What follows belongs to an exercise in optimizing a design on an open flow for small area and a short achievable clock period; a production flow would make more cautious choices. At most, simulation tests tie the RTL to the original design; equivalence was not proved. Function not checked in run 1: the RTL went through the layout flow alone. Power and IR drop assume default switching activity.

==> flow/design.v (outline; a module is shown in full before it is edited, if it fits) <==
// module adder: 3981 lines
// module adder_fa: 3 lines
// module adder_ha: 3 lines
module adder #(
    parameter N = 512,
    parameter p = 512'h65b48e8f740f89bffc8ab0d15e3e4c4ab42d083aedc88c425afbfcc69322c9cda7aac6c567f35507516730cc1f0b4f25c2721bf457aca8351b81b90533c6c87b,
    parameter word_size = 32,
    parameter chunks = N/word_size
    ) (
    input clk,
    input rst,
    input c_in,
    input wire [N-1:0] X, Y,
    output wire [N:0] Z,
    output reg done
);
  // ...
==> flow/flow/run.sh <==
#!/bin/bash
# Own layout flow: the standard flow with the standard synthesis unchanged, and
#  - port buffers made from plain buffers (buf_1, resized later as timing needs) instead of the
#    default delay buffer,
#  - pins allowed on every routing track of the die's edge, so that the die can be small,
set -euo pipefail
MARGIN=${MARGIN:-6.5}
bash standard.sh \
  "BUFFER_PORTS_ARGS=-buffer_cell sky130_fd_sc_hd__buf_1" \
  "PLACE_PINS_ARGS=-min_distance 1 -min_distance_in_tracks" \
  "SETUP_SLACK_MARGIN=$MARGIN" \
  finish > standard.log 2>&1
==> flow/standard.sh <==
#!/bin/bash
# synth_recipe.tcl (not shown) runs the flow's synth.tcl, then flattens the netlist and writes it again
# the make line also repeats each setting of config.mk as NAME=value (left out here)
make -C /OpenROAD-flow-scripts/flow DESIGN_CONFIG=/design/flow/config.mk WORK_HOME=/design/flow/orfs CLKGATE_MAP_FILE= SYNTH_SCRIPT=/design/flow/synth_recipe.tcl "${@:-finish}"
==> flow/config.mk <==
export PLATFORM = sky130hd
export DESIGN_NAME = adder
export DESIGN_NICKNAME = adder
export VERILOG_FILES = /design/flow/design.v
export SDC_FILE = /design/flow/constraint.sdc
export NUM_CORES = 4
export LEC_CHECK = 0
export ABC_AREA = 1
export CAP_MARGIN = 20
export CORE_AREA = 10 10 370 370
export CTS_CLUSTER_DIAMETER = 80
export CTS_CLUSTER_SIZE = 30
export DIE_AREA = 0 0 380 380
export SLEW_MARGIN = 20
export SYNTH_HIERARCHICAL = 1
export SYNTH_MINIMUM_KEEP_SIZE = 0
==> flow/constraint.sdc <==
create_clock -name core_clock -period 10.0 [get_ports {clk}]
set_input_delay 2.0000 -clock core_clock [delete_from_list [all_inputs] [get_ports {clk}]]
set_output_delay 2.0000 -clock core_clock [all_outputs]
set_load 0.01 [all_outputs]
==> flow_metrics.env, run 1 <==
export IMPL_portBuffers=1540
export IMPL_peakVddDrop_uv=132.9
export IMPL_die_x_um=380
export IMPL_start_kind="flop"
export IMPL_synthTopCellsByCount="dfxtp_1 (686), edfxtp_1 (513), ha_1 (512), fa_1 (341), nand2_1 (321)"
export IMPL_p_int_uw=8293
export IMPL_synth_seq_cells=1199
export IMPL_met2_usage=0.3488
export IMPL_sh_seq_area=0.4769
export IMPL_ys_types=47
export IMPL_dieArea_um2=144400
export IMPL_fin_skew_ns=0.03391
export IMPL_grt_max_degree=152
export IMPL_worstHoldPathCells=2
export IMPL_p_leak_uw=0.02505
export IMPL_ios=1541
export IMPL_globalRouteMet3Util=0.08358
export IMPL_status="finished clean"
export IMPL_cp_arrival_ns=1.47
export IMPL_grt_pass1_wl_mm=246.3
export IMPL_hold_viol=0
export IMPL_overflow=0
export IMPL_ys_seq_area_frac=0.5764
export IMPL_synthesis_area_um2=50550
export IMPL_ys_top_cells_by_area="edfxtp_1 (30%), dfxtp_1 (27%), fa_1 (14%)"
==> inputs of run 2 (changes only) <==
--- a/flow/design.v
+++ b/flow/design.v
@@ -10,18 +10,18 @@
     input wire [N-1:0] X, Y,
     output wire [N:0] Z,
     output reg done
 );
 reg state;
 reg [511:0] bs;    
 reg [170:0] bg;    
 reg cr;           
-reg [512:0] zr;    
-assign Z = zr;
+reg zc;           
+assign Z = {zc, bs};    
 always @(posedge clk) begin
     if (rst) begin
         state <= 1'b0;
         done <= 1'b0;
     end else begin
         state <= 1'b1;
         done <= state;
     end
@@ -880,17 +880,16 @@
 adder_fa fa509 (.a(X[509]), .b(Y[509]), .ci(ic[508]), .s(isum[509]), .co(ic[509]));
 assign icout[169] = ic[509];
 assign isum[510] = X[510] ^ Y[510];
 assign ic[510] = X[510] & Y[510];
 adder_fa fa511 (.a(X[511]), .b(Y[511]), .ci(ic[510]), .s(isum[511]), .co(ic[511]));
 assign icout[170] = ic[511];
 always @(posedge clk) begin
     cr <= c_in;
-    bs <= isum;
     bg <= icout;
 end
 wire [170:0] bp;
 assign bp[0] = &bs[2:0];
 assign bp[1] = &bs[5:3];
 assign bp[2] = &bs[8:6];
 assign bp[3] = &bs[11:9];
 assign bp[4] = &bs[14:12];
@@ -3971,17 +3970,20 @@
 adder_ha ha507 (.a(bs[507]), .b(bc[169]), .s(zsum[507]), .co(oc[507]));
 adder_ha ha508 (.a(bs[508]), .b(oc[507]), .s(zsum[508]), .co(oc[508]));
 assign zsum[509] = bs[509] ^ oc[508];
 assign oc[509] = bs[509] & oc[508];
 adder_ha ha510 (.a(bs[510]), .b(bc[170]), .s(zsum[510]), .co(oc[510]));
 assign zsum[511] = bs[511] ^ oc[510];
 assign oc[511] = bs[511] & oc[510];
 always @(posedge clk) begin
-    if (!done) zr <= {bc[171], zsum};
+    if (!done) begin
+        bs <= state ? zsum : isum;
+        zc <= bc[171];
+    end
 end
 endmodule
 module adder_fa (input a, input b, input ci, output s, output co);
 assign {co, s} = a + b + ci;
 endmodule
 module adder_ha (input a, input b, output s, output co);
 assign {co, s} = a + b;
 endmodule
--- a/flow/flow/run.sh
+++ b/flow/flow/run.sh
@@ -4,9 +4,10 @@
 #    default delay buffer,
 #  - pins allowed on every routing track of the die's edge, so that the die can be small,
 set -euo pipefail
 MARGIN=${MARGIN:-6.5}
 bash standard.sh \
   "BUFFER_PORTS_ARGS=-buffer_cell sky130_fd_sc_hd__buf_1" \
   "PLACE_PINS_ARGS=-min_distance 1 -min_distance_in_tracks" \
   "SETUP_SLACK_MARGIN=$MARGIN" \
+  "CTS_ARGS=-sink_clustering_enable -repair_clock_nets -sink_clustering_size 30 -sink_clustering_max_diameter 80 -dont_use_dummy_load" \
   finish > standard.log 2>&1
==> flow_metrics.env, run 2 <==
export IMPL_status="finished clean"
export IMPL_area_growth_pct=21.84
export IMPL_critical_path_class="flop to primary output"
export IMPL_vias=40570
export IMPL_ys_flop_type="edfxtp_1"
export IMPL_via_per_inst=5.103
export IMPL_wl_mm=201.5
export IMPL_fill_cells=13000
export IMPL_antenna_found_initial=33
export IMPL_drive_gt1_frac=0.05019
export IMPL_track_usage=0.2645
export IMPL_start_kind="flop"
export IMPL_fin_skew_ns=0.07858
export IMPL_synthCells=4653
export IMPL_synth_nets=6533
export IMPL_final_area_um2=56130
export IMPL_preCtsSetupSlack_ns=5.740
export IMPL_cts_inserted_buffers=53
export IMPL_yosys_area_top_type="edfxtp_1"
export IMPL_worstRegToRegCells=21
export IMPL_drtAntennaViolNets=0
export IMPL_cp_arrival_ns=1.53
export IMPL_endpoint_kind="primary output"
export IMPL_clk_latency_ns=0.68
export IMPL_holdWs_ns=0.6010
export IMPL_fmax_ghz=0.2833
export IMPL_p_leak_uw=0.02394
export IMPL_worst_r2r_endpoint="bs[434]"
export IMPL_period_minus_slack_ns=3.530
export IMPL_final_setup_worst_slack_ns=6.470
export IMPL_crit_required_ns=8.00
export IMPL_synthTopCellsByCount="nand2_1 (1521), edfxtp_1 (513), ha_1 (512), fa_1 (341), inv_1 (266)"
export IMPL_min_period_over_period=0.3530
export IMPL_synth_seq_cells=687
export IMPL_hold_viol=0
export IMPL_top_regs="bs x512, bg x171"
export IMPL_worst_path_max_fanout=3
export IMPL_largest_register_ffs=512
export IMPL_portBuffers=1540
export IMPL_r2r_setup_slack_ns=6.66
export IMPL_drv_slew=0
export IMPL_grt_pass1_wl_mm=285.2
export IMPL_layout_nets=8079
export IMPL_avgSynthCellArea_um2=9.901
export IMPL_ys_top_cells_by_area="edfxtp_1 (33%), fa_1 (15%), ha_1 (14%)"
export IMPL_dp_hpwl_mm=162.8
export IMPL_cts_sinks=687
export IMPL_relSlewSlack=0.2499
export IMPL_die_x_um=380
export IMPL_ys_types=49
export IMPL_dr_pass1_iters=6
export IMPL_worstHoldPathCells=4
export IMPL_core_um2=129200
export IMPL_synth_edf_count=513
export IMPL_synth_async_reset_ratio=0
export IMPL_ios=1541
export IMPL_rsz0062_at_grt="true"
export IMPL_overflow=0
export IMPL_clk_pin_slew_ns=0.11
export IMPL_htreeDepth=2
export IMPL_drt_first_iter_violations=3250
export IMPL_setup_violations_final=0
export IMPL_clk_path_buf_depth=3
export IMPL_mostFrequentLayoutCells="nand2_1 (1508), buf_1 (1475), edfxtp_1 (513)"
export IMPL_r2r_start="bs[220]"
export IMPL_min_to="zc"
export IMPL_tns_ns=0
export IMPL_finalPower_uw=9137
export IMPL_synthesis_area_um2=46070
export IMPL_grt_max_degree=162
export IMPL_dieArea_um2=144400
export IMPL_placed_area_um2=53650
export IMPL_cts_tree="done"
export IMPL_min_path_type="flop to flop"
export IMPL_root_buffer="clkbuf_16"
export IMPL_hp_start="bg[170]"
export IMPL_worst_pin_slew_ns=1.125
export IMPL_wl_per_cell_um=25.35
export IMPL_die_h_um=380
export IMPL_cts_hold_buf=0
export IMPL_gp_congestion=0.9701
export IMPL_peakVddDrop_uv=111.7
export IMPL_top_register="bs"
export IMPL_netlist_area_leader_share=0.3344
export IMPL_worstSetupStartpoint="bs[225]"
export IMPL_ys_seq_area_frac=0.4100
export IMPL_grt_pass1_vias=41580
export IMPL_power_density_nw_per_um2=162.8
export IMPL_drv_cap=0
export IMPL_yosysMostFrequentCell="nand2_1"
export IMPL_drcViolationCount=0
export IMPL_layout_cells_most_common="nand2_1"
export IMPL_start_util=0.3567
export IMPL_rows=132
export IMPL_synth_warnings=7
run 2: cell count changes in the layout (fill, tap and decap cells not counted), moves of 23 or more:
cell	previous run	this run
o21ai_0	44	216
buf_2	10	36
xor2_1	171	0
nand2_1	316	1508
dfxtp_1	685	172
xnor2_1	0	171
buf_4	13	63
clkbuf_2	4	29
nand3_1	242	219
buf_1	1524	1475
run 2: timing repair:
item	CTS	global route
gates resized for setup	59	111
buffers inserted	4	52
gates cloned	4	4
pin swaps	3	14
endpoints found under the setup margin	259	379
run 2: worst max path at each step:
stage | to | slack [ns] | cells past startpoint
after floorplan | bs[0] | 1.56 | 1
after global placement | bs[479] | 5.80 | 23
after detailed placement | bs[479] | 5.74 | 23
after CTS | Z[73] | 6.50 | 1
after global routing | Z[100] | 6.43 | 2
final | Z[225] | 6.47 | 2
run 2: worst max-delay path, stage by stage (launching register included):
cell and delay [ns]:
edfxtp_1 0.41, buf_4 0.13, buf_1 0.32
run 2: layer usage:
| layer | GRT usage | wire length (um) | vias up |
|---|---|---|---|
| li1 | - | - | 18550 |
| met1 | 0.3096 | 76070 | 19260 |
| met2 | 0.4052 | 88420 | 2169 |
| met3 | 0.09978 | 21410 | 543 |
| met4 | 0.1685 | 15280 | 46 |
| met5 | 0.01157 | 314 | - |
run 2: through the flow:
stage,std cells,util
detailed placement,7822,0.4154
floorplan,4653,-
global placement,7822,0.4154
CTS,7883,0.4275
finish,7949,0.4346
global route,7944,0.4345
run 2: power breakdown:
part	switching [uW]	internal, uW	total, uW
Combinational	1960	1110	3070
Clock	1060	929	1980
Sequential	411	3670	4080
run 2: modules after synthesis, one instance, submodules excluded:
module	times used	cells inside
adder_fa	341	1
adder	1	3971
adder_ha	341	1
run 2: cell type report:
type,count,area (um^2),share of cell area
tap,1742,2180,0.03883
timing repair buffer,1618,6609,0.1177
sequential,687,18890,0.3366
clock buffer,53,1326,0.02363
antenna,10,25.02,0.0004458
inverter,271,1028,0.01832
multi-input combinational,3568,26070,0.4645
run 2: kinds of logic (layout without fill, tap and decap cells):
group / count (synthesis) / in the layout / synth area share
fa+ha+maj: 853 / 853 / 0.2872
flops: 687 / 687 / 0.4100
xor+xnor: 171 / 171 / 0.03251
compound gates: 420 / 420 / 0.05098
other cells: 0 / 10 / 0
simple gates: 2118 / 2124 / 0.1844
buf+inv: 404 / 1942 / 0.03490
==> inputs of run 3 (changes only) <==
==> flow/flow/run.sh (replaced) <==
#!/bin/bash
# Own layout flow: the standard flow with the standard synthesis unchanged, and
#  - port buffers made from plain buffers (buf_1, resized later as timing needs) instead of the
#    default delay buffer,
#  - pins allowed on every routing track of the die's edge, so that the die can be small,
#  - after global placement, each output buffer moved next to the register that drives it
#    (move_outbufs.tcl); detailed placement legalizes it,
#  - clock tree sinks clustered in groups of up to 30 within 80 um, without dummy loads.
# Each tool's full output stays in orfs/logs/; make's output goes to standard.log and
# move_outbufs.log here.
set -euo pipefail
MARGIN=${MARGIN:-6.65}
HERE=$(pwd)
ARGS=(
  "BUFFER_PORTS_ARGS=-buffer_cell sky130_fd_sc_hd__buf_1"
  "PLACE_PINS_ARGS=-min_distance 1 -min_distance_in_tracks"
  "SETUP_SLACK_MARGIN=$MARGIN"
  "CTS_ARGS=-sink_clustering_enable -repair_clock_nets -sink_clustering_size 30 -sink_clustering_max_diameter 80 -dont_use_dummy_load"
)
RES=$HERE/orfs/results/sky130hd/adder/base
bash standard.sh "${ARGS[@]}" "$RES/3_3_place_gp.odb" > standard.log 2>&1
ODB_FILE=$RES/3_3_place_gp.odb openroad -no_init -exit "$HERE/flow/move_outbufs.tcl" > move_outbufs.log 2>&1
bash standard.sh "${ARGS[@]}" finish >> standard.log 2>&1
==> flow/flow/move_outbufs.tcl (new file) <==
# Moves each output port's buffer next to the register that drives it, so that the register
# drives a short wire and the (resizable) buffer drives the wire to the pin.
read_db $::env(ODB_FILE)
set block [ord::get_db_block]
set moved 0
foreach bterm [$block getBTerms] {
  if {[$bterm getIoType] ne "OUTPUT"} continue
  set net [$bterm getNet]
  if {$net eq "NULL"} continue
  set buf ""
  foreach it [$net getITerms] { if {[$it isOutputSignal]} { set buf [$it getInst] } }
  if {$buf eq ""} continue
  set drv ""
  foreach it [$buf getITerms] {
    if {[$it isInputSignal]} {
      set innet [$it getNet]
      if {$innet eq "NULL"} continue
      foreach jt [$innet getITerms] { if {[$jt isOutputSignal]} { set drv [$jt getInst] } }
    }
  }
  if {$drv eq ""} continue
  set loc [$drv getLocation]
  $buf setLocation [lindex $loc 0] [lindex $loc 1]
  incr moved
}
puts "moved $moved output buffers"
write_db $::env(ODB_FILE)
==> flow_metrics.env, run 3 <==
export IMPL_status="finished clean"
export IMPL_pwr_share_seq=0.428
export IMPL_die_x_um=380
export IMPL_min_path_type="flop to flop"
export IMPL_clk_path_buf_depth=3
export IMPL_ys_seq_area_frac=0.4100
export IMPL_track_usage=0.2738
export IMPL_root_buffer="clkbuf_16"
export IMPL_core_um2=129200
export IMPL_cp_common_cell="buf_6"
export IMPL_p_sw_frac=0.3728
export IMPL_worstRegToRegCells=20
export IMPL_p_int_uw=5890
export IMPL_power_density_nw_per_um2=160.9
export IMPL_top_regs="bs x512, bg x171"
export IMPL_worst_r2r_endpoint="bs[425]"
export IMPL_synth_async_reset_ratio=0
export IMPL_cpPeakStageDelay_ns=0.46
export IMPL_yosys_area_top_type="edfxtp_1"
export IMPL_placed_area_um2=53860
export IMPL_ys_types=49
export IMPL_via_per_inst=5.076
export IMPL_clk_latency_ns=0.69
export IMPL_largest_register_ffs=512
export IMPL_drv_slew=0
export IMPL_vias=41080
export IMPL_tns_ns=0
export IMPL_avgSynthCellArea_um2=9.901
export IMPL_layout_nets=8219
export IMPL_path_buf_inv=2
export IMPL_period_minus_slack_ns=3.420
export IMPL_start_kind="flop"
export IMPL_synthesis_area_um2=46070
export IMPL_clkPwrFrac=0.204
export IMPL_crit_slowest_cell="edfxtp_1"
export IMPL_drv_cap=0
export IMPL_endpoint_kind="primary output"
export IMPL_cts_sinks=687
export IMPL_crit_path_end="Z[223]"
export IMPL_top_layer="met5"
export IMPL_peakVddDrop_uv=125.6
export IMPL_rows=132
export IMPL_min_period_over_period=0.3420
export IMPL_drt_first_iter_violations=3383
export IMPL_dieArea_um2=144400
export IMPL_dr_pass1_iters=6
export IMPL_mostFrequentLayoutCells="nand2_1 (1494), buf_1 (1175), edfxtp_1 (513)"
export IMPL_ys_top_cells_by_area="edfxtp_1 (33%), fa_1 (15%), ha_1 (14%)"
export IMPL_top_register="bs"
export IMPL_fmax_ghz=0.2924
export IMPL_synthTopCellsByCount="nand2_1 (1521), edfxtp_1 (513), ha_1 (512), fa_1 (341), inv_1 (266)"
export IMPL_drtAntennaViolNets=0
export IMPL_overflow=0
export IMPL_worstSetupStartpoint="bs[223]"
export IMPL_wl_per_cell_um=25.82
export IMPL_grt_pass1_wl_mm=291.6
export IMPL_rsz0062_at_grt="true"
export IMPL_grt_pass1_vias=41680
export IMPL_worst_path_max_fanout=3
export IMPL_antenna_found_initial=43
export IMPL_combPwrFrac=0.368
export IMPL_preCtsSetupSlack_ns=5.679
export IMPL_synthCells=4653
export IMPL_hold_viol=0
export IMPL_p_switching_uw=3501
export IMPL_setup_violations_final=0
export IMPL_gp_congestion=1.021
export IMPL_drive_gt1_frac=0.1384
export IMPL_synth_edf_count=513
export IMPL_layout_cells_most_common="nand2_1"
export IMPL_worst_pin_slew_ns=1.067
export IMPL_route_met2_wl_mm=90.63
export IMPL_r2r_start="bs[305]"
export IMPL_grt_max_degree=163
export IMPL_htreeDepth=2
export IMPL_start_util=0.3567
export IMPL_fin_skew_ns=0.07083
export IMPL_ios=1541
export IMPL_critical_path_class="flop to primary output"
export IMPL_wl_mm=209.0
export IMPL_synth_warnings=7
export IMPL_critPathTopFamily="flip-flops"
export IMPL_cts_inserted_buffers=49
export IMPL_route_layer_met1_wl_mm=77.65
export IMPL_route_met3_wl_mm=22.59
export IMPL_area_growth_pct=26.71
export IMPL_relSlewSlack=0.2885
export IMPL_holdWs_ns=0.5956
export IMPL_p_leak_uw=0.02560
export IMPL_ys_flop_type="edfxtp_1"
export IMPL_yosysMostFrequentCell="nand2_1"
export IMPL_die_h_um=380
export IMPL_cts_tree="done"
export IMPL_synth_nets=6533
export IMPL_netlist_area_leader_share=0.3344
export IMPL_final_area_um2=58380
export IMPL_drcViolationCount=0
export IMPL_worst_path_stages=2
export IMPL_crit_required_ns=8.00
export IMPL_cp_arrival_ns=1.42
export IMPL_path_cells="buf_6, buf_6"
export IMPL_dp_hpwl_mm=168.3
export IMPL_synth_seq_cells=687
export IMPL_final_setup_worst_slack_ns=6.580
export IMPL_clk_pin_slew_ns=0.12
export IMPL_portBuffers=1540
export IMPL_r2r_setup_slack_ns=6.74
==> run 3: layout make-up <==
cell class / instances / area, um^2
fill: 12750 / 70780
multi-input combinational: 3569 / 26540
sequential: 687 / 18890
timing repair buffer: 1761 / 8476
tap: 1742 / 2180
clock buffer: 49 / 1226
inverter: 271 / 1031
antenna: 14 / 35.03
==> run 3: modules after synthesis (local to each module, per instance) <==
module,cell area [um^2],cells,copies in the design
adder,34980,3971,1
adder_fa,20.02,1,341
adder_ha,12.51,1,341
==> run 3: power groups by stage <==
stage | sequential (uW) | combinational [uW] | clock, uW
after floorplan | 4260 | 1280 | 0
after global placement | 4100 | 2900 | 0
after detailed placement | 4100 | 2950 | 0
after CTS | 4010 | 3280 | 1970
after global routing | 4080 | 3750 | 2040
final | 4020 | 3450 | 1920
==> run 3: worst register-to-register path, cell delays in order, from the launching register on <==
cell	delay [ns]
edfxtp_1	0.46
nand3_2	0.13
nor2_1	0.06
nor2_2	0.14
nor3_1	0.07
nor3_2	0.31
nand2_4	0.12
nand2_2	0.11
nand2_4	0.08
nand2_2	0.08
nand2_4	0.09
a21oi_4	0.15
buf_12	0.16
buf_12	0.15
nand2_8	0.11
nand2_2	0.07
nand2_1	0.06
ha_2	0.21
ha_1	0.18
xnor2_1	0.15
o21ai_1	0.07
==> run 3: worst min path at each step <==
stage / start / end / slack (ns) / cells past startpoint
final: bg[170] / zc / 0.60 / 4
after global routing: bg[170] / zc / 0.67 / 4
after floorplan: bg[170] / zc / 0.54 / 4
after global placement: bg[170] / zc / 0.57 / 4
after detailed placement: bg[170] / zc / 0.56 / 4
after CTS: bg[170] / zc / 0.59 / 4
==> run 3: cells by family (layout without fill, tap and decap cells) <==
| logic type | Yosys count | in the layout | share of synthesized area |
|---|---|---|---|
| AO/OA/AOI/OAI | 420 | 420 | 0.05098 |
| XOR/XNOR | 171 | 171 | 0.03251 |
| adder cells (fa/ha/maj) | 853 | 853 | 0.2872 |
| buffers and inverters | 404 | 2081 | 0.03490 |
| flip-flops | 687 | 687 | 0.4100 |
| other | 0 | 14 | 0 |
| AND/OR/NAND/NOR | 2118 | 2125 | 0.1844 |
==> run 3: per-layer routing <==
metal,track usage,up-vias
li1,-,18840
met3,0.1073,597
met2,0.4156,2151
met5,0,-
met4,0.1925,56
met1,0.3153,19430
==> run 3: through the flow <==
step | power (uW) | instances | util
finish | 9391 | 8093 | 0.4520
global route | 9870 | 8087 | 0.4519
detailed placement | 7055 | 7824 | 0.4171
floorplan | 5535 | 4653 | -
global placement | 6997 | 7824 | 0.4171
CTS | 9248 | 8009 | 0.4418
==> run 3: timing repair <==
| action | 4_1_cts | 5_1_grt |
|---|---|---|
| buffers inserted | 132 | 66 |
| resized for setup | 451 | 256 |
| gates cloned | 4 | 4 |
| hold buffers | 0 | 0 |
| setup endpoints to repair | 680 | 581 |
| pin swaps | 3 | 33 |
==> inputs of run 4 (changes only) <==
--- a/flow/flow/run.sh
+++ b/flow/flow/run.sh
@@ -11,3 +11,3 @@
 set -euo pipefail
-MARGIN=${MARGIN:-6.65}
+MARGIN=${MARGIN:-6.5}
 HERE=$(pwd)
==> flow_metrics.env, run 4 <==
export IMPL_power_density_nw_per_um2=162.3
export IMPL_ys_flop_type="edfxtp_1"
export IMPL_drv_cap=0
export IMPL_relSlewSlack=0.2330
export IMPL_cts_tree="done"
export IMPL_root_buffer="clkbuf_16"
export IMPL_yosysMostFrequentCell="nand2_1"
export IMPL_dr_pass1_iters=6
export IMPL_largest_register_ffs=512
export IMPL_via_per_inst=5.101
export IMPL_die_h_um=380
export IMPL_grt_pass1_vias=41220
export IMPL_track_usage=0.2661
export IMPL_peakVddDrop_uv=116.0
export IMPL_top_register="bs"
export IMPL_ios=1541
export IMPL_critical_path_class="flop to primary output"
export IMPL_min_path_type="flop to flop"
export IMPL_mostFrequentLayoutCells="nand2_1 (1507), buf_1 (1488), edfxtp_1 (513)"
export IMPL_ys_types=49
export IMPL_p_leak_uw=0.02379
export IMPL_synth_edf_count=513
export IMPL_pwr_share_seq=0.446
export IMPL_wl_per_cell_um=25.52
export IMPL_dieArea_um2=144400
export IMPL_period_minus_slack_ns=3.493
export IMPL_yosys_area_top_type="edfxtp_1"
export IMPL_top_regs="bs x512, bg x171"
export IMPL_drive_gt1_frac=0.04263
export IMPL_synth_warnings=7
export IMPL_start_util=0.3567
export IMPL_tns_ns=0
export IMPL_fmax_ghz=0.2863
export IMPL_worst_pin_slew_ns=1.151
export IMPL_synthesis_area_um2=46070
export IMPL_cts_inserted_buffers=51
export IMPL_core_um2=129200
export IMPL_clk_pin_slew_ns=0.10
export IMPL_overflow=0
export IMPL_synth_nets=6533
export IMPL_synth_async_reset_ratio=0
export IMPL_cts_sinks=687
export IMPL_status="finished clean"
export IMPL_p_int_uw=5655
export IMPL_worstHoldPathCells=4
export IMPL_p_switching_uw=3423
export IMPL_die_x_um=380
export IMPL_drt_first_iter_violations=3296
export IMPL_crit_required_ns=8.00
export IMPL_clk_latency_ns=0.68
export IMPL_dp_hpwl_mm=164.8
export IMPL_grt_max_degree=162
export IMPL_start_kind="flop"
export IMPL_fin_skew_ns=0.07999
export IMPL_ys_seq_area_frac=0.4100
export IMPL_rows=132
export IMPL_drv_slew=0
export IMPL_min_period_over_period=0.3493
export IMPL_setup_violations_final=0
export IMPL_ys_top_cells_by_area="edfxtp_1 (33%), fa_1 (15%), ha_1 (14%)"
export IMPL_wl_mm=202.1
export IMPL_layout_nets=8052
export IMPL_endpoint_kind="primary output"
export IMPL_combPwrFrac=0.340
export IMPL_cp_arrival_ns=1.49
export IMPL_portBuffers=1540
export IMPL_antenna_found_initial=33
export IMPL_r2r_setup_slack_ns=6.67
export IMPL_vias=40390
export IMPL_p_sw_frac=0.3770
export IMPL_worstRegToRegCells=20
export IMPL_drcViolationCount=0
export IMPL_clkPwrFrac=0.214
export IMPL_hold_viol=0
export IMPL_avgSynthCellArea_um2=9.901
export IMPL_rsz0062_at_grt="true"
export IMPL_preCtsSetupSlack_ns=5.701
export IMPL_drtAntennaViolNets=0
export IMPL_worst_path_max_fanout=3
export IMPL_htreeDepth=2
export IMPL_synthCells=4653
export IMPL_area_growth_pct=21.41
export IMPL_synth_seq_cells=687
export IMPL_synthTopCellsByCount="nand2_1 (1521), edfxtp_1 (513), ha_1 (512), fa_1 (341), inv_1 (266)"
export IMPL_gp_congestion=0.9701
export IMPL_clk_path_buf_depth=3
export IMPL_final_setup_worst_slack_ns=6.507
export IMPL_layout_cells_most_common="nand2_1"
export IMPL_grt_pass1_wl_mm=285.6
export IMPL_netlist_area_leader_share=0.3344
[run 4: worst max-delay path: stages (launching register included)]
cell	delay [ns]
edfxtp_1	0.39
buf_4	0.13
buf_1	0.32
[run 4: through the flow]
step                      std cells  utilization  hold slack [ns]  total power (uW)  instance area [um^2]
final                          7918       0.4331           0.6478              9078                 55930
after global routing           7916       0.4330           0.7212              9585                 55930
after detailed placement       7822       0.4154           0.5881              7036                 53650
after global placement         7822       0.4154           0.5654              6978                 53650
after CTS                      7878       0.4272           0.6521              9023                 55180
after floorplan                4653            -           0.5425              5530                 46070
[run 4: routing by layer]
layer / global-route usage / wire, um
met1: 0.3107 / 76120
met2: 0.3998 / 87250
met3: 0.1019 / 21450
met4: 0.1864 / 16900
met5: 0.01091 / 339
[run 4: cell families (layout without fill, tap and decap cells)]
kind of cell    after synthesis  count (layout)  synth area share
compound gates              420             420           0.05098
xor+xnor                    171             171           0.03251
fa+ha+maj                   853             853            0.2872
buf+inv                     404            1916           0.03490
flops                       687             687            0.4100
other cells                   0               6                 0
simple gates               2118            2123            0.1844
[run 4: what timing repair did]
action                     CTS  global route
resized for setup           58            94
setup endpoints to repair  273           241
hold buffers                 0             0
pin swaps                    3            12
buffers inserted             3            28
cloned                       2             6
[run 4: final cells by class]
cell class,count,area (um^2)
antenna,6,15.01
clock buffer,51,1276
fill,12960,73220
inverter,271,1028
multi-input combinational,3567,26060
sequential,687,18890
tap,1742,2180
timing repair buffer,1594,6476
[run 4: per-module statistics from Yosys, one instance, submodules excluded]
module / cell area [um^2] / copies in the design
adder_fa: 20.02 / 341
adder: 34980 / 1
adder_ha: 12.51 / 341
[run 4: power groups by stage]
| stage | registers [uW] | clock network [uW] | logic, uW |
|---|---|---|---|
| after floorplan | 4260 | 0 | 1270 |
| after global placement | 4110 | 0 | 2870 |
| after detailed placement | 4110 | 0 | 2930 |
| after CTS | 4050 | 2000 | 2980 |
| after global routing | 4120 | 2100 | 3370 |
| final | 4050 | 1940 | 3080 |
[run 4: worst paths after layout]
check,start,to
worst max-delay path,bs[99],Z[99]
worst min-delay path,bg[170],zc
worst max register to register,bs[78],bs[491]
worst min register to register,bg[170],zc
==> inputs of run 5 (changes only) <==
--- a/flow/flow/run.sh
+++ b/flow/flow/run.sh
@@ -7,3 +7,3 @@
 #    (move_outbufs.tcl); detailed placement legalizes it,
-#  - clock tree sinks clustered in groups of up to 30 within 80 um, without dummy loads.
+#  - clock tree sinks clustered in groups of up to 20 within 50 um, without dummy loads.
 # Each tool's full output stays in orfs/logs/; make's output goes to standard.log and
@@ -17,3 +17,3 @@
   "SETUP_SLACK_MARGIN=$MARGIN"
-  "CTS_ARGS=-sink_clustering_enable -repair_clock_nets -sink_clustering_size 30 -sink_clustering_max_diameter 80 -dont_use_dummy_load"
+  "CTS_ARGS=-sink_clustering_enable -repair_clock_nets -sink_clustering_size 20 -sink_clustering_max_diameter 50 -dont_use_dummy_load"
 )
==> flow_metrics.env, run 5 <==
export IMPL_setup_violations_final=0
export IMPL_largest_register_ffs=512
export IMPL_route_layer_met1_wl_mm=75.48
export IMPL_min_path_type="flop to flop"
export IMPL_via_per_inst=5.098
export IMPL_core_um2=129200
export IMPL_peakVddDrop_uv=148.2
export IMPL_track_usage=0.2691
export IMPL_grt_pass1_wl_mm=288.4
export IMPL_netlist_area_leader_share=0.3344
export IMPL_synthesis_area_um2=46070
export IMPL_vias=40650
export IMPL_top_regs="bs x512, bg x171"
export IMPL_fin_util=0.4436
export IMPL_fin_skew_ns=0.07309
export IMPL_cp_arrival_ns=1.46
export IMPL_critPathTopFamily="buffers and inverters"
export IMPL_worst_pin_slew_ns=1.124
export IMPL_crit_required_ns=8.00
export IMPL_synth_warnings=7
export IMPL_endpoint_kind="primary output"
export IMPL_grt_pass1_vias=41690
export IMPL_ys_types=49
export IMPL_antenna_found_initial=30
export IMPL_critical_path_class="flop to primary output"
export IMPL_status="finished clean"
export IMPL_cts_sinks=687
export IMPL_synth_seq_cells=687
export IMPL_min_period_over_period=0.3465
export IMPL_drcViolationCount=0
export IMPL_rsz0062_at_grt="false"
export IMPL_yosysMostFrequentCell="nand2_1"
export IMPL_relSlewSlack=0.2509
export IMPL_fill_cells=12810
export IMPL_wl_per_cell_um=25.55
export IMPL_area_growth_pct=24.38
export IMPL_synth_nets=6533
export IMPL_dp_hpwl_mm=164.8
export IMPL_start_util=0.3567
export IMPL_root_buffer="clkbuf_16"
export IMPL_cts_tree="done"
export IMPL_start_kind="flop"
export IMPL_ys_seq_area_frac=0.4100
export IMPL_avgSynthCellArea_um2=9.901
export IMPL_ys_flop_type="edfxtp_1"
export IMPL_route_met3_wl_mm=22.76
export IMPL_ios=1541
export IMPL_p_leak_uw=0.02450
export IMPL_synthTopCellsByCount="nand2_1 (1521), edfxtp_1 (513), ha_1 (512), fa_1 (341), inv_1 (266)"
export IMPL_route_met2_wl_mm=88.35
export IMPL_wl_mm=203.7
export IMPL_portBuffers=1540
export IMPL_yosys_area_top_type="edfxtp_1"
export IMPL_dieArea_um2=144400
export IMPL_die_h_um=380
export IMPL_ys_top_cells_by_area="edfxtp_1 (33%), fa_1 (15%), ha_1 (14%)"
export IMPL_tns_ns=0
export IMPL_grt_max_degree=162
export IMPL_cpPeakStageDelay_ns=0.39
export IMPL_die_x_um=380
export IMPL_power_density_nw_per_um2=179.2
export IMPL_drv_cap=0
export IMPL_layout_cells_most_common="nand2_1"
export IMPL_drtAntennaViolNets=0
export IMPL_drt_first_iter_violations=3251
export IMPL_rows=132
export IMPL_period_minus_slack_ns=3.465
export IMPL_hold_viol=0
export IMPL_fmax_ghz=0.2886
export IMPL_clk_latency_ns=0.70
export IMPL_drive_gt1_frac=0.05464
export IMPL_clk_pin_slew_ns=0.06
export IMPL_synth_async_reset_ratio=0
export IMPL_clk_path_buf_depth=3
export IMPL_synthCells=4653
export IMPL_dr_pass1_iters=5
export IMPL_mostFrequentLayoutCells="nand2_1 (1507), buf_1 (1463), edfxtp_1 (513)"
export IMPL_top_layer="met5"
export IMPL_synth_edf_count=513
export IMPL_drv_slew=0
export IMPL_crit_slowest_cell="buf_1"
export IMPL_cts_hold_buf=0
export IMPL_gp_congestion=0.9701
export IMPL_overflow=0
export IMPL_path_buf_inv=1
export IMPL_layout_nets=8104
export IMPL_htreeDepth=3
export IMPL_path_cells="buf_1"
export IMPL_cts_inserted_buffers=109
export IMPL_top_register="bs"
export IMPL_worst_path_max_fanout=3
[run 5: cell counts after synthesis]
Identical to the previous run, type by type.
[run 5: worst paths after layout]
kind / from / to / slack [ns] / cells after the start
max: bs[174] / Z[174] / 6.54 / 1
min: bg[170] / zc / 0.62 / 4
max reg2reg: bs[279] / bs[446] / 6.65 / 18
min reg2reg: bg[170] / zc / 0.62 / 4
[run 5: kinds of logic (layout without fill, tap and decap cells)]
logic type | count (synthesis) | in the layout | synth area share
AND/OR/NAND/NOR | 2118 | 2123 | 0.1844
adder cells (fa/ha/maj) | 853 | 853 | 0.2872
flip-flops | 687 | 687 | 0.4100
AO/OA/AOI/OAI | 420 | 420 | 0.05098
buffers and inverters | 404 | 1968 | 0.03490
XOR/XNOR | 171 | 171 | 0.03251
other | 0 | 9 | 0
[run 5: per-stage QoR]
step | power (uW) | cell area [um^2] | worst slack (ns) | hold slack [ns] | instances
2_1_floorplan | 5530 | 46070 | 1.555 | 0.5425 | 4653
3_3_place_gp | 6978 | 53650 | 5.798 | 0.5654 | 7822
3_5_place_dp | 7036 | 53650 | 5.701 | 0.5881 | 7822
4_1_cts | 10230 | 56620 | 6.456 | 0.6205 | 7936
5_1_grt | 10800 | 57280 | 6.470 | 0.6929 | 7967
6_report | 10270 | 57300 | 6.535 | 0.6166 | 7973
[run 5: repair_timing]
action | 4_1_cts | 5_1_grt
pin swaps | 3 | 11
endpoints found under the setup margin | 275 | 201
gates cloned | 3 | 5
resized for setup | 80 | 91
hold endpoints to repair | 0 | 0
buffers inserted | 2 | 23
[run 5: layout make-up]
class / count / area [um^2] / share of cell area
well taps: 1742 / 2180 / 0.03804
clock buffers: 109 / 2728 / 0.04760
diodes: 9 / 22.52 / 0.0003931
inverters: 271 / 1028 / 0.01795
flip-flops and latches: 687 / 18890 / 0.3297
repair buffers: 1588 / 6441 / 0.1124
multi-input cells: 3567 / 26010 / 0.4539
[run 5: Yosys stat by module, one instance, submodules excluded]
module / cell area [um^2] / times used / cells inside / flip-flops and latches
adder_ha: 12.51 / 341 / 1 / 0
adder_fa: 20.02 / 341 / 1 / 0
adder: 34980 / 1 / 3971 / 687
[run 5: per-layer routing]
metal  GRT usage  vias up
met3      0.1054      603
li1            -    18610
met4      0.1914       36
met5    0.006609        -
met2      0.4056     2276
met1      0.3109    19120
[run 5: power breakdown]
| part | switching [uW] | internal [uW] |
|---|---|---|
| sequential | 386 | 3680 |
| clock | 1250 | 1870 |
| combinational | 1990 | 1090 |
==> inputs of run 6 (changes only) <==
--- a/flow/flow/run.sh
+++ b/flow/flow/run.sh
@@ -6,4 +6,4 @@
 #  - after global placement, each output buffer moved next to the register that drives it
-#    (move_outbufs.tcl); detailed placement legalizes it,
-#  - clock tree sinks clustered in groups of up to 20 within 50 um, without dummy loads.
+#    and made a buf_2 (move_outbufs.tcl); detailed placement legalizes it,
+#  - clock tree sinks clustered in groups of up to 30 within 80 um, without dummy loads.
 # Each tool's full output stays in orfs/logs/; make's output goes to standard.log and
@@ -17,3 +17,3 @@
   "SETUP_SLACK_MARGIN=$MARGIN"
-  "CTS_ARGS=-sink_clustering_enable -repair_clock_nets -sink_clustering_size 20 -sink_clustering_max_diameter 50 -dont_use_dummy_load"
+  "CTS_ARGS=-sink_clustering_enable -repair_clock_nets -sink_clustering_size 30 -sink_clustering_max_diameter 80 -dont_use_dummy_load"
 )
--- a/flow/flow/move_outbufs.tcl
+++ b/flow/flow/move_outbufs.tcl
@@ -1,3 +1,3 @@
 # Moves each output port's buffer next to the register that drives it, so that the register
-# drives a short wire and the (resizable) buffer drives the wire to the pin.
+# drives a short wire and the (resizable) buffer, made a buf_2, drives the wire to the pin.
 read_db $::env(ODB_FILE)
@@ -5,2 +5,3 @@
 set moved 0
+set buf2 [[ord::get_db] findMaster sky130_fd_sc_hd__buf_2]
 foreach bterm [$block getBTerms] {
@@ -23,2 +24,3 @@
   $buf setLocation [lindex $loc 0] [lindex $loc 1]
+  if {[[$buf getMaster] getName] eq "sky130_fd_sc_hd__buf_1"} { $buf swapMaster $buf2 }
   incr moved
--- a/flow/config.mk
+++ b/flow/config.mk
@@ -13,2 +13,3 @@
 export DIE_AREA = 0 0 380 380
+export PLACE_DENSITY = 0.7
 export SLEW_MARGIN = 20
==> flow_metrics.env, run 6 <==
export IMPL_wl_per_cell_um=26.06
export IMPL_synth_async_reset_ratio=0
export IMPL_drv_slew=0
export IMPL_synthTopCellsByCount="nand2_1 (1521), edfxtp_1 (513), ha_1 (512), fa_1 (341), inv_1 (266)"
export IMPL_synth_edf_count=513
export IMPL_synth_seq_cells=687
export IMPL_pwr_share_seq=0.442
export IMPL_synthesis_area_um2=46070
export IMPL_dieArea_um2=144400
export IMPL_min_path_type="flop to flop"
export IMPL_fin_skew_ns=0.08548
export IMPL_die_h_um=380
export IMPL_worstHoldPathCells=4
export IMPL_endpoint_kind="primary output"
export IMPL_fin_cells=7936
export IMPL_cts_hold_buf=0
export IMPL_p_switching_uw=3422
export IMPL_worst_pin_slew_ns=1.053
export IMPL_crit_path_end="Z[207]"
export IMPL_power_density_nw_per_um2=162.2
export IMPL_worst_path_max_fanout=2
export IMPL_min_period_over_period=0.3413
export IMPL_rsz0062_at_grt="true"
export IMPL_hold_viol=0
export IMPL_root_buffer="clkbuf_16"
export IMPL_core_um2=129200
export IMPL_clk_latency_ns=0.68
export IMPL_grt_max_degree=241
export IMPL_via_per_inst=5.148
export IMPL_synthCells=4653
export IMPL_r2r_start="bs[224]"
export IMPL_p_sw_frac=0.3740
export IMPL_ys_top_cells_by_area="edfxtp_1 (33%), fa_1 (15%), ha_1 (14%)"
export IMPL_worstSetupStartpoint="bs[207]"
export IMPL_yosys_area_top_type="edfxtp_1"
export IMPL_peakVddDrop_uv=119.9
export IMPL_layout_cells_most_common="nand2_1"
export IMPL_ys_flop_type="edfxtp_1"
export IMPL_mostFrequentLayoutCells="nand2_1 (1506), buf_1 (1026), buf_2 (514)"
export IMPL_top_register="bs"
export IMPL_placed_cells=7819
export IMPL_clkPwrFrac=0.212
export IMPL_holdWs_ns=0.5971
export IMPL_cts_tree="done"
export IMPL_track_usage=0.2708
export IMPL_die_x_um=380
export IMPL_combPwrFrac=0.346
export IMPL_fin_util=0.4367
export IMPL_antenna_found_initial=49
export IMPL_gp_congestion=1.013
export IMPL_critical_path_class="flop to primary output"
export IMPL_dr_pass1_iters=6
export IMPL_portBuffers=1540
export IMPL_fmax_ghz=0.2930
export IMPL_drcViolationCount=0
export IMPL_grt_pass1_wl_mm=289.3
export IMPL_ys_types=49
export IMPL_synth_nets=6533
export IMPL_start_kind="flop"
export IMPL_yosysMostFrequentCell="nand2_1"
export IMPL_dp_hpwl_mm=167.6
export IMPL_cts_sinks=687
export IMPL_avgSynthCellArea_um2=9.901
export IMPL_r2r_setup_slack_ns=6.69
export IMPL_synth_warnings=7
export IMPL_drtAntennaViolNets=0
export IMPL_placed_area_um2=54280
export IMPL_grt_pass1_vias=41860
export IMPL_tns_ns=0
export IMPL_vias=40860
export IMPL_htreeDepth=2
export IMPL_area_growth_pct=22.42
export IMPL_drive_gt1_frac=0.1161
export IMPL_setup_violations_final=0
export IMPL_layout_nets=8043
export IMPL_status="finished clean"
export IMPL_ios=1541
export IMPL_final_area_um2=56400
export IMPL_cp_arrival_ns=1.41
export IMPL_p_int_uw=5727
export IMPL_wl_mm=206.8
export IMPL_fill_cells=12850
export IMPL_top_regs="bs x512, bg x171"
export IMPL_p_leak_uw=0.02502
export IMPL_relSlewSlack=0.2979
export IMPL_drt_first_iter_violations=3553
export IMPL_overflow=0
export IMPL_period_minus_slack_ns=3.413
export IMPL_worstRegToRegCells=21
export IMPL_drv_cap=0
export IMPL_largest_register_ffs=512
export IMPL_ys_seq_area_frac=0.4100
export IMPL_cts_inserted_buffers=51
export IMPL_netlist_area_leader_share=0.3344
export IMPL_start_util=0.3567
export IMPL_crit_required_ns=8.00
export IMPL_rows=132
export IMPL_clk_path_buf_depth=3
export IMPL_worst_r2r_endpoint="bs[461]"
export IMPL_clk_pin_slew_ns=0.10
-- run 6: worst min-delay path by stage --
stage	end	startpoint
3_5_place_dp	zc	bg[170]
2_1_floorplan	zc	bg[170]
4_1_cts	zc	bg[170]
5_1_grt	zc	bg[170]
3_3_place_gp	zc	bg[170]
6_report	zc	bg[170]
-- run 6: per-stage QoR --
stage,power (uW),setup WS (ns)
after floorplan,5530,1.555
after global placement,6960,5.703
after detailed placement,7125,5.608
after CTS,9115,6.511
after global routing,9622,6.487
final,9149,6.587
-- run 6: critical path: stages, from the launching register on --
cell and delay (ns):
edfxtp_1 0.40, buf_4 0.15, buf_2 0.18
-- run 6: layer usage --
layer	wire [um]	track usage	vias to the layer above	share of wire
met5	228	0.02214	-	0.0011
met4	19010	0.2124	30	0.092
met3	21970	0.09659	636	0.11
met2	90960	0.4146	2338	0.44
met1	74620	0.3044	19330	0.36
li1	-	-	18520	-
-- run 6: cell type report --
type / instances / area (um^2) / area share
Multi-Input combinational cell: 3569 / 26030 / 0.4616
Sequential cell: 687 / 18890 / 0.3350
Clock buffer: 51 / 1276 / 0.02263
Antenna cell: 33 / 82.58 / 0.001464
Tap cell: 1742 / 2180 / 0.03865
Inverter: 271 / 1037 / 0.01839
Timing Repair Buffer: 1583 / 6895 / 0.1223
-- run 6: power by group through the flow --
stage / clock network [uW] / registers (uW) / logic [uW]
global placement: 0 / 4100 / 2860
detailed placement: 0 / 4100 / 3030
finish: 1940 / 4050 / 3160
CTS: 2000 / 4040 / 3080
global route: 2080 / 4110 / 3430
floorplan: 0 / 4260 / 1270
-- run 6: repair_timing --
item	in CTS	in global routing
pin swaps	8	9
gates cloned	5	4
endpoints found under the setup margin	367	276
gates resized for setup	37	61
buffers inserted	6	17
-- run 6: Yosys stat by module (local to each module, per instance) --
module    copies in the design  cells  flip-flops and latches
adder                        1   3971                     687
adder_fa                   341      1                       0
adder_ha                   341      1                       0
-- run 6: logic make-up (layout without fill, tap and decap cells) --
group / after synthesis / in the layout / share of synthesized area
XOR/XNOR: 171 / 171 / 0.03251
adder cells (fa/ha/maj): 853 / 853 / 0.2872
AO/OA/AOI/OAI: 420 / 420 / 0.05098
other: 0 / 33 / 0
AND/OR/NAND/NOR: 2118 / 2125 / 0.1844
buffers and inverters: 404 / 1905 / 0.03490
flip-flops: 687 / 687 / 0.4100
==> inputs of run 7 (changes only) <==
--- a/flow/config.mk
+++ b/flow/config.mk
@@ -13,3 +13,2 @@
 export DIE_AREA = 0 0 380 380
-export PLACE_DENSITY = 0.7
 export SLEW_MARGIN = 20
==> flow_metrics.env, run 7 <==
export IMPL_largest_register_ffs=512
export IMPL_clk_pin_slew_ns=0.09
export IMPL_portBuffers=1540
export IMPL_drt_first_iter_violations=3268
export IMPL_final_area_um2=56370
export IMPL_start_kind="flop"
export IMPL_dieArea_um2=144400
export IMPL_overflow=0
export IMPL_wl_mm=202.4
export IMPL_min_path_type="flop to flop"
export IMPL_cts_inserted_buffers=52
export IMPL_synth_seq_cells=687
export IMPL_track_usage=0.2650
export IMPL_path_buf_inv=2
export IMPL_peakVddDrop_uv=113.1
export IMPL_drcViolationCount=0
export IMPL_clk_path_buf_depth=3
export IMPL_power_density_nw_per_um2=162.7
export IMPL_start_util=0.3567
export IMPL_min_period_over_period=0.3398
export IMPL_grt_pass1_wl_mm=285.1
export IMPL_ios=1541
export IMPL_hold_viol=0
export IMPL_critical_path_class="flop to primary output"
export IMPL_fin_skew_ns=0.08374
export IMPL_htreeDepth=2
export IMPL_yosys_area_top_type="edfxtp_1"
export IMPL_synth_warnings=7
export IMPL_layout_cells_most_common="nand2_1"
export IMPL_die_x_um=380
export IMPL_rsz0062_at_grt="true"
export IMPL_gp_congestion=0.9701
export IMPL_top_regs="bs x512, bg x171"
export IMPL_grt_pass1_vias=41400
export IMPL_crit_required_ns=8.00
export IMPL_grt_max_degree=162
export IMPL_status="finished clean"
export IMPL_ys_flop_type="edfxtp_1"
export IMPL_cts_hold_buf=0
export IMPL_antenna_found_initial=34
export IMPL_synthTopCellsByCount="nand2_1 (1521), edfxtp_1 (513), ha_1 (512), fa_1 (341), inv_1 (266)"
export IMPL_core_um2=129200
export IMPL_holdWs_ns=0.5997
export IMPL_path_cells="buf_4, buf_2"
export IMPL_setup_violations_final=0
export IMPL_worst_path_max_fanout=2
export IMPL_netlist_area_leader_share=0.3344
export IMPL_yosysMostFrequentCell="nand2_1"
export IMPL_ys_top_cells_by_area="edfxtp_1 (33%), fa_1 (15%), ha_1 (14%)"
export IMPL_synth_nets=6533
export IMPL_die_h_um=380
export IMPL_critPathTopFamily="flip-flops"
export IMPL_drive_gt1_frac=0.1143
export IMPL_finalPower_uw=9169
export IMPL_drv_cap=0
export IMPL_crit_slowest_cell="edfxtp_1"
export IMPL_cp_arrival_ns=1.40
export IMPL_wl_per_cell_um=25.58
export IMPL_layout_nets=8040
export IMPL_tns_ns=0
export IMPL_ys_types=49
export IMPL_synthesis_area_um2=46070
export IMPL_cpPeakStageDelay_ns=0.44
export IMPL_endpoint_kind="primary output"
export IMPL_synth_edf_count=513
export IMPL_area_growth_pct=22.37
export IMPL_dr_pass1_iters=5
export IMPL_clk_latency_ns=0.68
export IMPL_worst_pin_slew_ns=1.115
export IMPL_top_register="bs"
export IMPL_fmax_ghz=0.2943
export IMPL_root_buffer="clkbuf_16"
export IMPL_avgSynthCellArea_um2=9.901
export IMPL_rows=132
export IMPL_mostFrequentLayoutCells="nand2_1 (1508), buf_1 (1026), buf_2 (514)"
export IMPL_cts_sinks=687
export IMPL_relSlewSlack=0.2570
export IMPL_p_leak_uw=0.02509
export IMPL_vias=40360
export IMPL_drv_slew=0
export IMPL_period_minus_slack_ns=3.398
export IMPL_dp_hpwl_mm=165.2
export IMPL_synthCells=4653
export IMPL_synth_async_reset_ratio=0
export IMPL_via_per_inst=5.101
export IMPL_drtAntennaViolNets=0
export IMPL_cts_tree="done"
export IMPL_ys_seq_area_frac=0.4100
export IMPL_placed_area_um2=54300
==> run 7: cell counts after synthesis <==
Identical to the previous run, type by type.
==> run 7: kinds of logic (layout without fill, tap and decap cells) <==
family,Yosys count,count (layout),synth area share
other cells,0,12,0
fa+ha+maj,853,853,0.2872
compound gates,420,420,0.05098
buf+inv,404,1903,0.03490
xor+xnor,171,171,0.03251
simple gates,2118,2124,0.1844
flops,687,687,0.4100
==> run 7: layout make-up <==
class	instances	area, um^2
diodes	12	30.03
clock buffers	52	1301
fillers	12810	72780
inverters	271	1028
multi-input cells	3568	26050
flip-flops and latches	687	18890
well taps	1742	2180
repair buffers	1580	6889
==> run 7: worst paths after layout <==
check / startpoint / end / slack [ns] / depth (start not counted)
worst min register to register: bg[170] / zc / 0.60 / 4
worst max register to register: bs[178] / bs[485] / 6.67 / 18
worst max-delay path: bs[196] / Z[196] / 6.60 / 2
worst min-delay path: bg[170] / zc / 0.60 / 4
==> run 7: metal layers <==
metal	share of wire	track usage	vias to the layer above
met4	0.080	0.1790	50
met1	0.37	0.3064	19090
met2	0.44	0.4056	2161
met3	0.11	0.1008	573
li1	-	-	18490
met5	0.0020	0.007931	-
==> run 7: worst reg2reg max path, cell delays in order, from the launching register on <==
cell	delay [ns]
edfxtp_1	0.43
nand3_1	0.13
inv_1	0.06
a21oi_1	0.11
o21ai_0	0.21
a21oi_2	0.28
nand2_1	0.14
a21oi_4	0.19
nand2_8	0.08
buf_16	0.16
nand2_8	0.27
nand2_8	0.14
buf_6	0.17
nand2_1	0.05
nand2_1	0.06
ha_1	0.19
ha_1	0.19
xnor2_1	0.14
o21ai_0	0.08
==> run 7: where the power goes <==
| part | switching [uW] | internal [uW] | total, uW |
|---|---|---|---|
| sequential | 376 | 3670 | 4040 |
| combinational | 2000 | 1170 | 3160 |
| clock | 1050 | 914 | 1960 |
==> run 7: timing repair <==
action	CTS	global route
pin swaps	2	13
gates resized for setup	19	81
endpoints found under the setup margin	235	310
cloned	2	7
buffers inserted	2	15
==> run 7: through the flow <==
step | utilization | setup WS, ns | std cells
floorplan | - | 1.555 | 4653
global placement | 0.4154 | 5.798 | 7822
detailed placement | 0.4204 | 5.732 | 7822
CTS | 0.4314 | 6.432 | 7878
global route | 0.4363 | 6.460 | 7904
finish | 0.4365 | 6.602 | 7912
==> run 7: per-module statistics from Yosys (local to each module, per instance) <==
module	cell area, um^2	flip-flops and latches	cells
adder	34980	687	3971
adder_fa	20.02	0	1
adder_ha	12.51	0	1

## what the ideal ports hide
How much do the figures lean on ideal ports? The routed layouts below were timed once more, with nothing changed but the port constraints.
Step 1 (the two cells are an assumption about what drives the block):
set clk [get_ports {clk}]
set_driving_cell -lib_cell sky130_fd_sc_hd__clkbuf_16 $clk
set_driving_cell -lib_cell sky130_fd_sc_hd__buf_2 [delete_from_list [all_inputs] $clk]
Step 2, shift: input delay + t, output delay - t, t = (earliest + latest rising clock arrival at the registers) / 2. This alone moves slack from input paths to output paths.
Slacks: ideal / step 1 / step 2; pairs: ideal / step 1.
| run | t, ns | slack for setup (ns) | worst setup path at the end | worst slew at a driven data input, ns |
|---|---|---|---|---|
| run 1 | 0.769 | 6.531 / 6.460 / 6.566 | input to register | 0.13 |
| run 2 | 0.721 | 6.470 / 6.394 / 6.198 | input to register | 0.23 |
| run 3 | 0.727 | 6.580 / 6.504 / 6.071 | input to register | 0.27 |
| run 4 | 0.708 | 6.507 / 6.434 / 6.195 | input to register | 0.25 |
| run 5 | 0.742 | 6.535 / 6.460 / 6.188 | input to register | 0.23 |
| run 6 | 0.710 | 6.587 / 6.515 / 6.203 | input to register | 0.22 |
| run 7 | 0.711 | 6.602 / 6.530 / 6.197 | input to register | 0.18 |
After both steps every run listed still meets setup and hold. The setup slack of run 3, which loses most, moves by -0.076 ns with the drivers and by -0.509 ns with both steps.
